Background: an optimization exercise with open tools, aiming at small area. Do not read the settings as production practice.
Only simulation tests tie the RTL to the original design; equivalence was not proved.
Power is estimated from default activity; no workload was simulated.

==> design.v <==
module top_comb(A, B, c, rst, seg, an, k, dd, x, pp, n22, n21, n20, n19, n18, n17, n16, n15, n14, n28, n27
, n26, n25, n24, n23, n13, n12, n11, n10, n9, n8, n7, n6, n5, n4, n3, n2, n1);
  input [3:0] A;
  wire [3:0] A;
  input [3:0] B;
  wire [3:0] B;
  input [9:0] c;
  wire [9:0] c;
  input rst;
  wire rst;
  output [6:0] seg;
  wire [6:0] seg;
  output [3:0] an;
  wire [3:0] an;
  input [1:0] k;
  wire [1:0] k;
  input [3:0] dd;
  wire [3:0] dd;
  input [3:0] x;
  wire [3:0] x;
  input [7:0] pp;
  wire [7:0] pp;
  output n22;
  wire n22;
  output n21;
  wire n21;
  output n20;
  wire n20;
  output n19;
  wire n19;
  output n18;
  wire n18;
  output n17;
  wire n17;
  output n16;
  wire n16;
  output n15;
  wire n15;
  output n14;
  wire n14;
  output n28;
  wire n28;
  output n27;
  wire n27;
  output n26;
  wire n26;
  output n25;
  wire n25;
  output n24;
  wire n24;
  output n23;
  wire n23;
  output n13;
  wire n13;
  output n12;
  wire n12;
  output n11;
  wire n11;
  output n10;
  wire n10;
  output n9;
  wire n9;
  output n8;
  wire n8;
  output n7;
  wire n7;
  output n6;
  wire n6;
  output n5;
  wire n5;
  output n4;
  wire n4;
  output n3;
  wire n3;
  output n2;
  wire n2;
  output n1;
  wire n1;
  wire _0_;
  wire _100_;
  wire _101_;
  wire _102_;
  wire _103_;
  wire _104_;
  wire _105_;
  wire _106_;
  wire _107_;
  wire _108_;
  wire _109_;
  wire _10_;
  wire _110_;
  wire _111_;
  wire _112_;
  wire _113_;
  wire _114_;
  wire _115_;
  wire _116_;
  wire _117_;
  wire _118_;
  wire _119_;
  wire _11_;
  wire _120_;
  wire _121_;
  wire _122_;
  wire _123_;
  wire _124_;
  wire _125_;
  wire _126_;
  wire _127_;
  wire _128_;
  wire _129_;
  wire _12_;
  wire _130_;
  wire _131_;
  wire _132_;
  wire _133_;
  wire _134_;
  wire _135_;
  wire _136_;
  wire _137_;
  wire _138_;
  wire _139_;
  wire _13_;
  wire _140_;
  wire _141_;
  wire _142_;
  wire _143_;
  wire _144_;
  wire _145_;
  wire _146_;
  wire _147_;
  wire _148_;
  wire _149_;
  wire _14_;
  wire _150_;
  wire _151_;
  wire _152_;
  wire _153_;
  wire _154_;
  wire _155_;
  wire _156_;
  wire _157_;
  wire _158_;
  wire _159_;
  wire _15_;
  wire _160_;
  wire _161_;
  wire _162_;
  wire _163_;
  wire _164_;
  wire _165_;
  wire _166_;
  wire _167_;
  wire _168_;
  wire _16_;
  wire _17_;
  wire _18_;
  wire _19_;
  wire _1_;
  wire _20_;
  wire _21_;
  wire _22_;
  wire _23_;
  wire _24_;
  wire _25_;
  wire _26_;
  wire _27_;
  wire _28_;
  wire _29_;
  wire _2_;
  wire _30_;
  wire _31_;
  wire _32_;
  wire _33_;
  wire _34_;
  wire _35_;
  wire _36_;
  wire _37_;
  wire _38_;
  wire _39_;
  wire _3_;
  wire _40_;
  wire _41_;
  wire _42_;
  wire _43_;
  wire _44_;
  wire _45_;
  wire _46_;
  wire _47_;
  wire _48_;
  wire _49_;
  wire _4_;
  wire _50_;
  wire _51_;
  wire _52_;
  wire _53_;
  wire _54_;
  wire _55_;
  wire _56_;
  wire _57_;
  wire _58_;
  wire _59_;
  wire _5_;
  wire _60_;
  wire _61_;
  wire _62_;
  wire _63_;
  wire _64_;
  wire _65_;
  wire _66_;
  wire _67_;
  wire _68_;
  wire _69_;
  wire _6_;
  wire _70_;
  wire _71_;
  wire _72_;
  wire _73_;
  wire _74_;
  wire _75_;
  wire _76_;
  wire _77_;
  wire _78_;
  wire _79_;
  wire _7_;
  wire _80_;
  wire _81_;
  wire _82_;
  wire _83_;
  wire _84_;
  wire _85_;
  wire _86_;
  wire _87_;
  wire _88_;
  wire _89_;
  wire _8_;
  wire _90_;
  wire _91_;
  wire _92_;
  wire _93_;
  wire _94_;
  wire _95_;
  wire _96_;
  wire _97_;
  wire _98_;
  wire _99_;
  wire _9_;
  assign _92_ = 4'h8 >> dd[1:0];
  assign _91_ = 4'h8 >> { _92_, dd[2] };
  assign _90_ = 4'h1 >> dd[1:0];
  assign _89_ = 4'h1 >> { dd[2], dd[3] };
  assign _88_ = 4'h4 >> { _89_, _90_ };
  assign seg[1] = 4'he >> { _88_, _91_ };
  assign _87_ = 4'h1 >> { _89_, _92_ };
  assign _86_ = 4'h8 >> { _89_, dd[1] };
  assign seg[0] = 4'h1 >> { _86_, _87_ };
  assign _85_ = 4'h2 >> { _92_, dd[2] };
  assign seg[5] = 4'h4 >> { _85_, _90_ };
  assign seg[4] = 4'h4 >> { _86_, dd[0] };
  assign _84_ = 4'h1 >> { dd[2], dd[0] };
  assign _83_ = 4'h8 >> { dd[2], dd[0] };
  assign _82_ = 4'h1 >> { _83_, dd[1] };
  assign _81_ = 4'h4 >> { _82_, _84_ };
  assign seg[6] = 4'h4 >> { _81_, dd[3] };
  assign _80_ = 4'h4 >> { dd[0], dd[3] };
  assign seg[2] = 4'he >> { _80_, _81_ };
  assign seg[3] = 4'he >> { seg[6], _91_ };
  assign _79_ = 4'h8 >> { dd[1], dd[3] };
  assign _78_ = 4'h1 >> k;
  assign an[3] = 4'hb >> { _78_, _79_ };
  assign _77_ = 4'h4 >> k;
  assign an[2] = 4'hb >> { _77_, _79_ };
  assign _76_ = 4'h2 >> { _79_, k[0] };
  assign an[1] = 4'h7 >> { _76_, k[1] };
  assign an[0] = 4'hb >> { _76_, k[1] };
  assign _75_ = 4'h8 >> { c[0], c[1] };
  assign _74_ = 4'h8 >> { _75_, c[2] };
  assign _73_ = 4'h8 >> { _74_, c[3] };
  assign _72_ = 4'h8 >> { _73_, c[4] };
  assign _71_ = 4'h8 >> { _72_, c[5] };
  assign _70_ = 4'h8 >> { _71_, c[6] };
  assign _69_ = 4'h8 >> { _70_, c[7] };
  assign _68_ = 4'h8 >> { _69_, c[8] };
  assign _67_ = 4'h8 >> { _68_, c[9] };
  assign _66_ = 4'h4 >> { _67_, rst };
  assign _65_ = 4'h8 >> { _66_, k[0] };
  assign _64_ = 4'h1 >> { _67_, rst };
  assign _63_ = 4'h8 >> { _64_, k[1] };
  assign n23 = 4'he >> { _63_, _65_ };
  assign _62_ = 4'h1 >> { _68_, c[9] };
  assign n16 = 4'h2 >> { _62_, _64_ };
  assign _61_ = 4'h1 >> { c[5], c[6] };
  assign _60_ = 4'h1 >> c[4:3];
  assign _59_ = 4'h8 >> { _60_, _61_ };
  assign _58_ = 4'h8 >> { _59_, c[2] };
  assign _57_ = 4'h2 >> { c[3], k[0] };
  assign _56_ = 4'h4 >> { c[4], k[1] };
  assign _55_ = 4'h4 >> { _56_, _57_ };
  assign _54_ = 4'h2 >> { _60_, _61_ };
  assign _53_ = 4'h4 >> { _54_, _55_ };
  assign _52_ = 4'h1 >> { _53_, _58_ };
  assign _51_ = 4'h8 >> { _58_, pp[7] };
  assign _50_ = 4'h8 >> { x[1], pp[0] };
  assign _49_ = 4'h1 >> { _50_, x[2] };
  assign _48_ = 4'h2 >> { _49_, _51_ };
  assign _47_ = 4'h8 >> { _50_, x[2] };
  assign _46_ = 4'h2 >> { _47_, _48_ };
  assign _45_ = 4'h4 >> { _46_, pp[1] };
  assign _44_ = 4'h2 >> { _45_, _48_ };
  assign _43_ = 4'h8 >> { _51_, x[3] };
  assign _42_ = 4'h1 >> { _43_, pp[2] };
  assign _41_ = 4'h8 >> { _43_, pp[2] };
  assign _40_ = 4'h1 >> { _41_, _42_ };
  assign _39_ = 4'h4 >> { _40_, _44_ };
  assign _38_ = 4'h2 >> { _40_, _44_ };
  assign _37_ = 4'h1 >> { _38_, _39_ };
  assign _36_ = 4'h1 >> { _37_, _52_ };
  assign _35_ = 4'h1 >> { c[0], c[1] };
  assign _34_ = 4'h4 >> { _35_, c[2] };
  assign _33_ = 4'h8 >> { _34_, _59_ };
  assign _93_ = 4'h2 >> { _33_, _52_ };
  assign _94_ = 4'h8 >> { _93_, pp[3] };
  assign n27 = 4'he >> { _94_, _36_ };
  assign _95_ = 4'h1 >> { _72_, c[5] };
  assign _96_ = 4'h1 >> { _71_, rst };
  assign n25 = 4'h4 >> { _96_, _95_ };
  assign _97_ = 4'h1 >> { _73_, c[4] };
  assign _98_ = 4'h1 >> { _72_, rst };
  assign n20 = 4'h4 >> { _98_, _97_ };
  assign _99_ = 4'h2 >> { _34_, _53_ };
  assign _100_ = 4'h1 >> { x[0], x[1] };
  assign _101_ = 4'h4 >> { _100_, x[2] };
  assign _102_ = 4'h2 >> { _100_, x[2] };
  assign _103_ = 4'h1 >> { x[2], x[3] };
  assign _104_ = 4'h1 >> { _103_, _102_ };
  assign _105_ = 4'h4 >> { _104_, _101_ };
  assign _106_ = 4'h8 >> { _105_, _99_ };
  assign _107_ = 4'h8 >> { _33_, A[3] };
  assign _108_ = 4'h1 >> { _33_, _53_ };
  assign _109_ = 4'h8 >> { _108_, x[3] };
  assign _110_ = 4'h1 >> { _109_, _107_ };
  assign n9 = 4'hb >> { _110_, _106_ };
  assign _111_ = 4'h1 >> { _74_, c[3] };
  assign _112_ = 4'h1 >> { _73_, rst };
  assign n15 = 4'h4 >> { _112_, _111_ };
  assign _113_ = 4'h1 >> { _75_, c[2] };
  assign _114_ = 4'h1 >> { _74_, rst };
  assign n2 = 4'h4 >> { _114_, _113_ };
  assign _115_ = 4'h1 >> { _75_, rst };
  assign n18 = 4'h4 >> { _115_, _35_ };
  assign n3 = 4'h1 >> { rst, c[0] };
  assign _116_ = 4'h8 >> { _64_, k[0] };
  assign _117_ = 4'h4 >> { _66_, k[1] };
  assign n4 = 4'he >> { _117_, _116_ };
  assign _118_ = 4'h8 >> { _64_, dd[2] };
  assign _119_ = 4'h2 >> { _77_, x[2] };
  assign _120_ = 4'h8 >> { _119_, _66_ };
  assign n7 = 4'he >> { _120_, _118_ };
  assign _121_ = 4'h2 >> { _77_, x[1] };
  assign _122_ = 4'h2 >> { _121_, _66_ };
  assign _123_ = 4'h4 >> { _64_, dd[1] };
  assign n10 = 4'h1 >> { _123_, _122_ };
  assign _124_ = 4'h2 >> { _77_, x[0] };
  assign _125_ = 4'h2 >> { _124_, _66_ };
  assign _126_ = 4'h4 >> { _64_, dd[0] };
  assign n17 = 4'h1 >> { _126_, _125_ };
  assign _127_ = 4'h1 >> { _103_, x[0] };
  assign _128_ = 4'h2 >> { _127_, x[1] };
  assign _129_ = 4'h8 >> { _100_, x[3] };
  assign _130_ = 4'h1 >> { _129_, _128_ };
  assign _131_ = 4'h1 >> { _130_, _34_ };
  assign _132_ = 4'h2 >> { _131_, _53_ };
  assign _133_ = 4'h4 >> { _33_, A[2] };
  assign _134_ = 4'h4 >> { _108_, x[2] };
  assign _135_ = 4'h1 >> { _134_, _133_ };
  assign n6 = 4'h4 >> { _135_, _132_ };
  assign _136_ = 4'h1 >> { _102_, x[3] };
  assign _137_ = 4'h4 >> { _136_, x[0] };
  assign _138_ = 4'h2 >> { _103_, x[0] };
  assign _139_ = 4'h2 >> { _138_, _99_ };
  assign _140_ = 4'h4 >> { _139_, _137_ };
  assign _141_ = 4'h8 >> { _108_, x[1] };
  assign _142_ = 4'h8 >> { _33_, A[1] };
  assign _143_ = 4'h1 >> { _142_, _141_ };
  assign n24 = 4'hb >> { _143_, _140_ };
  assign _144_ = 4'h8 >> { _108_, x[0] };
  assign _145_ = 4'h8 >> { _53_, pp[7] };
  assign _146_ = 4'h8 >> { _33_, A[0] };
  assign _147_ = 4'h1 >> { _146_, _145_ };
  assign n28 = 4'hb >> { _147_, _144_ };
  assign _148_ = 4'h1 >> { _39_, _42_ };
  assign _149_ = 4'h8 >> { _148_, pp[3] };
  assign _150_ = 4'h8 >> { _149_, pp[4] };
  assign _151_ = 4'h8 >> { _150_, pp[5] };
  assign _152_ = 4'h1 >> { _150_, pp[5] };
  assign _153_ = 4'h1 >> { _152_, _52_ };
  assign _154_ = 4'h4 >> { _153_, _151_ };
  assign _155_ = 4'h8 >> { _33_, B[2] };
  assign _156_ = 4'h8 >> { _93_, pp[6] };
  assign _157_ = 4'h1 >> { _156_, _155_ };
  assign n5 = 4'hb >> { _157_, _154_ };
  assign _158_ = 4'h1 >> { _149_, pp[4] };
  assign _159_ = 4'h1 >> { _150_, _52_ };
  assign _160_ = 4'h4 >> { _159_, _158_ };
  assign _161_ = 4'h8 >> { _33_, B[1] };
  assign _162_ = 4'h8 >> { _93_, pp[5] };
  assign _163_ = 4'h1 >> { _162_, _161_ };
  assign n14 = 4'hb >> { _163_, _160_ };
  assign _164_ = 4'h1 >> { _148_, pp[3] };
  assign _165_ = 4'h1 >> { _149_, _52_ };
  assign _166_ = 4'h4 >> { _165_, _164_ };
  assign _167_ = 4'h8 >> { _33_, B[0] };
  assign _168_ = 4'h8 >> { _93_, pp[4] };
  assign _0_ = 4'h1 >> { _168_, _167_ };
  assign n22 = 4'hb >> { _0_, _166_ };
  assign _1_ = 4'h2 >> { _46_, pp[1] };
  assign _2_ = 4'h1 >> { _1_, _45_ };
  assign _3_ = 4'h1 >> { _2_, _52_ };
  assign _4_ = 4'h8 >> { _93_, pp[2] };
  assign n1 = 4'he >> { _4_, _3_ };
  assign _5_ = 4'h8 >> { _93_, pp[1] };
  assign _6_ = 4'h8 >> { _51_, x[1] };
  assign _7_ = 4'h8 >> { _6_, pp[0] };
  assign _8_ = 4'h1 >> { _6_, pp[0] };
  assign _9_ = 4'h1 >> { _8_, _52_ };
  assign _10_ = 4'h4 >> { _9_, _7_ };
  assign n13 = 4'he >> { _10_, _5_ };
  assign _11_ = 4'h4 >> { _151_, pp[6] };
  assign _12_ = 4'h2 >> { _151_, pp[6] };
  assign _13_ = 4'h1 >> { _12_, _11_ };
  assign _14_ = 4'h1 >> { _13_, _52_ };
  assign _15_ = 4'h8 >> { _93_, pp[7] };
  assign _16_ = 4'h8 >> { _33_, B[3] };
  assign _17_ = 4'h1 >> { _16_, _15_ };
  assign n12 = 4'hb >> { _17_, _14_ };
  assign _18_ = 4'h1 >> { _34_, _58_ };
  assign _19_ = 4'h4 >> { _18_, _136_ };
  assign _20_ = 4'h8 >> { _51_, x[0] };
  assign _21_ = 4'h1 >> { _20_, _93_ };
  assign _22_ = 4'h4 >> { _21_, _19_ };
  assign _23_ = 4'h4 >> { _93_, pp[0] };
  assign n19 = 4'h1 >> { _23_, _22_ };
  assign _24_ = 4'h1 >> { _69_, c[8] };
  assign _25_ = 4'h1 >> { _68_, rst };
  assign n21 = 4'h4 >> { _25_, _24_ };
  assign _26_ = 4'h1 >> { _70_, c[7] };
  assign _27_ = 4'h1 >> { _69_, rst };
  assign n26 = 4'h4 >> { _27_, _26_ };
  assign _28_ = 4'h1 >> { _71_, c[6] };
  assign _29_ = 4'h1 >> { _70_, rst };
  assign n8 = 4'h4 >> { _29_, _28_ };
  assign _30_ = 4'h2 >> { _77_, x[3] };
  assign _31_ = 4'h2 >> { _30_, _66_ };
  assign _32_ = 4'h4 >> { _64_, dd[3] };
  assign n11 = 4'h1 >> { _32_, _31_ };
endmodule
module top_seq_mult(clk, rst, A, B, seg, an);
  input clk;
  wire clk;
  input rst;
  wire rst;
  input [3:0] A;
  wire [3:0] A;
  input [3:0] B;
  wire [3:0] B;
  output [6:0] seg;
  wire [6:0] seg;
  output [3:0] an;
  wire [3:0] an;
  wire [7:0] _000_;
  wire [3:0] _001_;
  wire _002_;
  wire _003_;
  wire _004_;
  wire _005_;
  wire _006_;
  wire _007_;
  wire _008_;
  wire _009_;
  wire _010_;
  wire _011_;
  wire _012_;
  wire _013_;
  wire _014_;
  wire _015_;
  wire _016_;
  wire _017_;
  wire _018_;
  wire _019_;
  wire _020_;
  wire _021_;
  wire _022_;
  wire _023_;
  wire _024_;
  wire _025_;
  wire _026_;
  wire _027_;
  wire _028_;
  wire _029_;
  wire _030_;
  wire _031_;
  wire _032_;
  wire _033_;
  wire _034_;
  wire _035_;
  wire _036_;
  wire _037_;
  wire _038_;
  wire _039_;
  wire _040_;
  wire _041_;
  wire _042_;
  wire _043_;
  wire _044_;
  wire _045_;
  wire _046_;
  wire _047_;
  wire _048_;
  wire _049_;
  wire _050_;
  wire _051_;
  wire _052_;
  wire _053_;
  wire _054_;
  wire _055_;
  wire _056_;
  wire _057_;
  wire _058_;
  wire _059_;
  wire _060_;
  wire _061_;
  wire _062_;
  wire _063_;
  wire _064_;
  wire _065_;
  wire _066_;
  wire _067_;
  wire _068_;
  wire _069_;
  wire _070_;
  wire _071_;
  wire _072_;
  wire _073_;
  wire _074_;
  wire _075_;
  wire _076_;
  wire _077_;
  wire _078_;
  wire _079_;
  wire _080_;
  wire _081_;
  wire _082_;
  wire _083_;
  wire _084_;
  wire _085_;
  wire _086_;
  wire _087_;
  wire _088_;
  wire _089_;
  wire _090_;
  wire _091_;
  wire _092_;
  wire _093_;
  wire _094_;
  wire _095_;
  wire _096_;
  wire _097_;
  wire _098_;
  wire _099_;
  wire _100_;
  wire _101_;
  wire _102_;
  wire _103_;
  wire _104_;
  wire _105_;
  wire _106_;
  wire _107_;
  wire _108_;
  wire _109_;
  wire _110_;
  wire _111_;
  wire _112_;
  wire _113_;
  wire _114_;
  wire _115_;
  wire _116_;
  wire _117_;
  wire _118_;
  wire _119_;
  wire [9:0] _120_;
  wire [9:0] _121_;
  wire _122_;
  wire _123_;
  wire _124_;
  wire _125_;
  wire _126_;
  wire _127_;
  wire _128_;
  wire _129_;
  wire _130_;
  wire _131_;
  wire _132_;
  wire _133_;
  wire _134_;
  wire _135_;
  wire _136_;
  wire _137_;
  wire _138_;
  wire _139_;
  wire _140_;
  wire _141_;
  wire _142_;
  wire _143_;
  wire _144_;
  wire _145_;
  wire _146_;
  wire _147_;
  wire _148_;
  wire _149_;
  wire _150_;
  wire _151_;
  wire _152_;
  wire _153_;
  wire _154_;
  wire _155_;
  wire _156_;
  wire _157_;
  wire _158_;
  wire _159_;
  wire [3:0] addend;
  reg [9:0] c;
  reg [3:0] dd;
  wire [3:0] dig;
  reg [1:0] k;
  wire last;
  reg [7:0] pp;
  wire [7:0] sum;
  reg [3:0] x;
  always @(posedge clk)
    x[0] <= _144_;
  always @(posedge clk)
    x[1] <= _143_;
  always @(posedge clk)
    x[2] <= _142_;
  always @(posedge clk)
    x[3] <= _129_;
  always @(posedge clk)
    dd[0] <= _141_;
  always @(posedge clk)
    dd[1] <= _139_;
  always @(posedge clk)
    dd[2] <= _137_;
  always @(posedge clk)
    dd[3] <= _159_;
  always @(posedge clk)
    k[0] <= _135_;
  always @(posedge clk)
    k[1] <= _123_;
  always @(posedge clk)
    c[0] <= _133_;
  always @(posedge clk)
    c[1] <= _132_;
  always @(posedge clk)
    c[2] <= _131_;
  always @(posedge clk)
    c[3] <= _130_;
  always @(posedge clk)
    c[4] <= _128_;
  always @(posedge clk)
    c[5] <= _127_;
  always @(posedge clk)
    c[6] <= _157_;
  always @(posedge clk)
    c[7] <= _156_;
  always @(posedge clk)
    c[8] <= _155_;
  always @(posedge clk)
    c[9] <= _124_;
  always @(posedge clk)
    pp[0] <= _154_;
  always @(posedge clk)
    pp[1] <= _151_;
  always @(posedge clk)
    pp[2] <= _149_;
  always @(posedge clk)
    pp[3] <= _126_;
  always @(posedge clk)
    pp[4] <= _147_;
  always @(posedge clk)
    pp[5] <= _146_;
  always @(posedge clk)
    pp[6] <= _145_;
  always @(posedge clk)
    pp[7] <= _152_;
  top_comb top_comb (
    .A(A),
    .B(B),
    .an(an),
    .c(c),
    .dd(dd),
    .k(k),
    .n1(_149_),
    .n10(_139_),
    .n11(_159_),
    .n12(_152_),
    .n13(_151_),
    .n14(_146_),
    .n15(_130_),
    .n16(_124_),
    .n17(_141_),
    .n18(_132_),
    .n19(_154_),
    .n2(_131_),
    .n20(_128_),
    .n21(_155_),
    .n22(_147_),
    .n23(_123_),
    .n24(_143_),
    .n25(_127_),
    .n26(_156_),
    .n27(_126_),
    .n28(_144_),
    .n3(_133_),
    .n4(_135_),
    .n5(_145_),
    .n6(_142_),
    .n7(_137_),
    .n8(_157_),
    .n9(_129_),
    .pp(pp),
    .rst(rst),
    .seg(seg),
    .x(x)
  );
  assign _121_[0] = _120_[0];
  assign _120_[9:1] = c[9:1];
  assign sum[0] = addend[0];
endmodule
==> flow/run.sh <==
#!/bin/bash
# The standard layout (standard.sh) with these changes:
#  - synthesis: the standard flow's own script, but no adder cells (plain gates for
#    ABC) and ABC's &nf area mapper in place of ORFS's abc script;
#  - the smallest buffer (buf_1) on each port;
#  - a clock tree of clkbuf_8 without dummy loads.
# Each tool's output goes to standard.log (and ORFS's own logs under orfs/).
set -euo pipefail
export FLOW_FLOW_DIR=$PWD/flow
{ head -n 1 synth_recipe.tcl; cat flow/abc_override.tcl; tail -n +2 synth_recipe.tcl; } > my_synth.tcl
bash standard.sh SYNTH_SCRIPT=$PWD/my_synth.tcl ADDER_MAP_FILE= ABC_AREA=1 \
  BUFFER_PORTS_ARGS="-buffer_cell sky130_fd_sc_hd__buf_1" \
  CTS_ARGS="-sink_clustering_enable -repair_clock_nets -dont_use_dummy_load -buf_list {sky130_fd_sc_hd__clkbuf_8} -root_buf sky130_fd_sc_hd__clkbuf_8" \
  finish > standard.log 2>&1
==> flow/abc_nf.script <==
&get -n
&st
&dch -f
&nf -R 1000
&put
==> flow/abc_override.tcl <==
# Map with ABC's &nf area mapper instead of ORFS's area script: only the
# -script argument of ORFS's abc call changes.
proc abc {args} {
  set i [lsearch -exact $args -script]
  if { $i >= 0 } { lset args [expr { $i + 1 }] $::env(FLOW_FLOW_DIR)/abc_nf.script }
  yosys abc {*}$args
}
==> standard.sh <==
#!/bin/bash
# synth_recipe.tcl (not shown) runs the flow's synth.tcl, then flattens the netlist and writes it again
# the make line also repeats each setting of config.mk as NAME=value (left out here)
make -C /OpenROAD-flow-scripts/flow DESIGN_CONFIG=/design/flow/config.mk WORK_HOME=/design/flow/orfs CLKGATE_MAP_FILE= SYNTH_SCRIPT=/design/flow/synth_recipe.tcl "${@:-finish}"
==> config.mk <==
export PLATFORM = sky130hd
export DESIGN_NAME = top_seq_mult
export DESIGN_NICKNAME = top_seq_mult
export VERILOG_FILES = /design/flow/design.v
export SDC_FILE = /design/flow/constraint.sdc
export NUM_CORES = 4
export LEC_CHECK = 0
export CAP_MARGIN = 20
export CORE_MARGIN = 2
export CORE_UTILIZATION = 40
export SLEW_MARGIN = 20
==> constraint.sdc <==
create_clock -name core_clock -period 5.0 [get_ports {clk}]
set_input_delay 1.0000 -clock core_clock [delete_from_list [all_inputs] [get_ports {clk}]]
set_output_delay 1.0000 -clock core_clock [all_outputs]
set_load 0.01 [all_outputs]
==> results.txt <==
worst min-delay path by stage:
stage / from / end / slack (ps) / cells past startpoint
6_report: pp[0] / pp[0] / 470 / 2
5_1_grt: pp[0] / pp[0] / 500 / 2
4_1_cts: pp[0] / pp[0] / 480 / 2
3_5_place_dp: pp[0] / pp[0] / 460 / 2
3_3_place_gp: pp[0] / pp[0] / 460 / 2
2_1_floorplan: pp[0] / pp[0] / 440 / 2
registers in the layout, summed over array words and instances (netlist names):
signal	flops
c	10
pp	8
dd	4
x	4
k	2
routing by layer:
layer,GRT usage (%),vias to the layer above
met5,0,-
met1,20.8,571
met3,4.26,2
li1,-,637
met4,4.66,0
met2,29.0,25
worst max-delay path, stage by stage (launching register included):
cell and delay [ps]:
dfxtp_1 360, nor4_1 380, and3_1 280, o21ai_0 130, a21oi_1 200, a21oi_1 130, nor2_1 110, nor2_1 60
and3_1 230, nand2_1 90, xor2_1 130, o21ai_0 80
layout by cell type (no fill, tap or decap), types with 2 or more instances in the layout:
cell type,synthesis,routed
a21oi_1,20,20
a22oi_1,7,7
and2_0,6,6
and3_1,6,6
buf_1,0,20
clkbuf_8,0,3
clkinv_1,5,5
dfxtp_1,28,28
nand2_1,15,15
nand2b_1,5,5
nand3_1,3,3
nor2_1,23,23
nor2b_1,2,2
nor3_1,8,8
nor4_1,3,3
o21a_1,3,3
o21ai_0,14,14
o31ai_1,3,3
xnor2_1,3,3
xor2_1,2,2
cell families after synthesis:
kind of cell	share of synthesized area, %
and+or+nand+nor	27.3
AOI/OAI and AO/OA	24.2
DFF	43.6
xor gates and xnor gates	3.41
buffers and inverters	1.46
final cells by class:
class | count | area (µm²)
clock buffers | 3 | 41.3
fillers | 328 | 1600
inverters | 5 | 18.8
multi-input cells | 130 | 706
flip-flops and latches | 28 | 561
well taps | 44 | 55.1
repair buffers | 20 | 75.1
metrics by stage:
stage | instance area (µm²) | hold WS, ps
floorplan | 1280 | 443
global placement | 1420 | 457
detailed placement | 1420 | 464
CTS | 1460 | 478
global route | 1460 | 496
finish | 1460 | 475
power breakdown:
part           internal, mW  switching [mW]
registers             0.243          0.0231
logic                0.0293          0.0368
clock network        0.0539          0.0622
==> results.txt <==
* N_diodes at 0
* WL final at 2800 µm
* Placed cells at 227
* Final Hold Fails at 0
* CP Capture Type: register
* Via count at 1235
* Final period util at 46.5%
* First-pass GRT wire length at 4630 µm
* CTS clk-pin slew, worst paths at 90 ps
* Normalized max-slew margin at 46.8%
* VDD IR max at 0.227 mV
* CTS Hold Bufs at 0
* Core Footprint at 3050 µm²
* Largest net degree at the start of global routing at 16
* Setup tns final at 0 ps
* Top FF cell, synth: dfxtp_1
* Critical path peak fanout at 6
* Vias per inst at 5.37
* R2R setup slack at 2680 ps
* Fin util at 47.7%
* RSZ-0062 raised after global routing: false
* Fraction of layout cells with a size suffix above 1 at 1.61%
* TritonCTS clock tree: built
* HP Class: reg -> reg
* Worst-Margin Slew at 790 ps
* Cells after synthesis at 163
* CTS H-tree lvls at 1
* Post-CTS Setup Repair Bufs at 0
* Port Buffers at 20
* Routed len/inst at 12.2 µm
* Register area share after synthesis at 43.6%
* Area growth from synthesis to layout at 13.3%
* Worst Setup EP: pp[7]
* Post-route ant nets at 0
* # Max-Cap Violations at 0
* Synth Cell Area at 1280 µm²
* Row cnt at 20
* WP data required at 5140 ps
* Pleak at 0.530 nW
* Total power at 0.448 mW
* Final setup viols at 0
* Crit path kind: reg -> reg
* RR Startpoint: c[6]
* Final GP Congestion at 0.818
* Clk_skew at 5.94 ps
* CTS resizes at 0
* Outcome: finished clean
* Fin. max-slew vios at 0
* Syn nets at 173
* Synth cell types at 25
* Pre-antenna DRT Iters at 4
* Critical Path AT at 2470 ps
* Met2 Wirelength at 1360 µm
* Clock Sinks at 28
* DP Wirelength at 2180 µm
* DIE WIDTH at 60.7 µm
* Synth top cells by count: dfxtp_1 (28), nor2_1 (23), a21oi_1 (20), nand2_1 (15), o21ai_0 (14)
* Met3 Routed Length at 108 µm
* Worst reg-to-reg path cell count at 11
* Mean area per synthesized cell at 7.88 µm²
* Number of global-route vias before repair at 1074
* Die ar. at 3680 µm²
* R2R Path End: pp[7]
* Post-synth top area cell: dfxtp_1
* Final nets at 198
* Top cell type's share of synthesized area at 43.6%
* Minimum clock period at 2320 ps
* Iter 0 DRT Violations at 35
* Power Dens Cells at 308 nW/µm²
* Drc violations at 0
* Flops & latches, synth at 28
* Top cells by area, synth: dfxtp_1 (44%), a21oi_1 (7.8%), nor2_1 (6.7%)
* Overall routing resource usage at 16.8%
* Die height at 60.7 µm
* Clk root buf: clkbuf_8
* Initial antenna violation count at 0
* Count leader, synth: dfxtp_1
* Yosys Warn Count at 1
* Post-synth EDFFs at 0
* Initial Util at 42.1%
* Post-Place Setup Slack at 2680 ps
* Total gr overflow at 0
* Crit start category: register
* Async set-reset flop share out of synthesis at 0%
* Fmax at 430 MHz
* Non-filler cells, final at 230
* Total CTS buffers at 3
* Latest clock arrival within the worst-skew pair at 270 ps
* Worst setup margin at 2680 ps
* CTS Buffer Depth at 2
* DR top layer: met4
* Top Ports at 21
* Post-Route M1 WL at 1320 µm
* Crit. Startpoint: c[6]

## re-timing with driven ports
In the flow no input, the clock included, has a driving cell. The finished layout below was timed again as built, in two steps.
Step 1 sets driving cells, clkbuf_16 on the clock port and buf_2 on the other inputs (assumed; they add their load-dependent delay and slew).
Step 2 moves the port delays by t, midway between the first and last clock arrival at a register: inputs arrive t later, outputs are due t later. That takes back most of the time a late clock gives input paths.
a / b / c = ideal / step 1 / step 2; a / b = the first two.
t, ns: 0.289
slack for setup (ns): 2.676 / 2.676 / 2.676
worst register clock-pin slew, ns: 0.09 / 0.09
After both steps setup and hold are still met in this run. For this run, drivers alone change the setup slack by 0.000 ns; drivers and shift together by 0.000 ns.
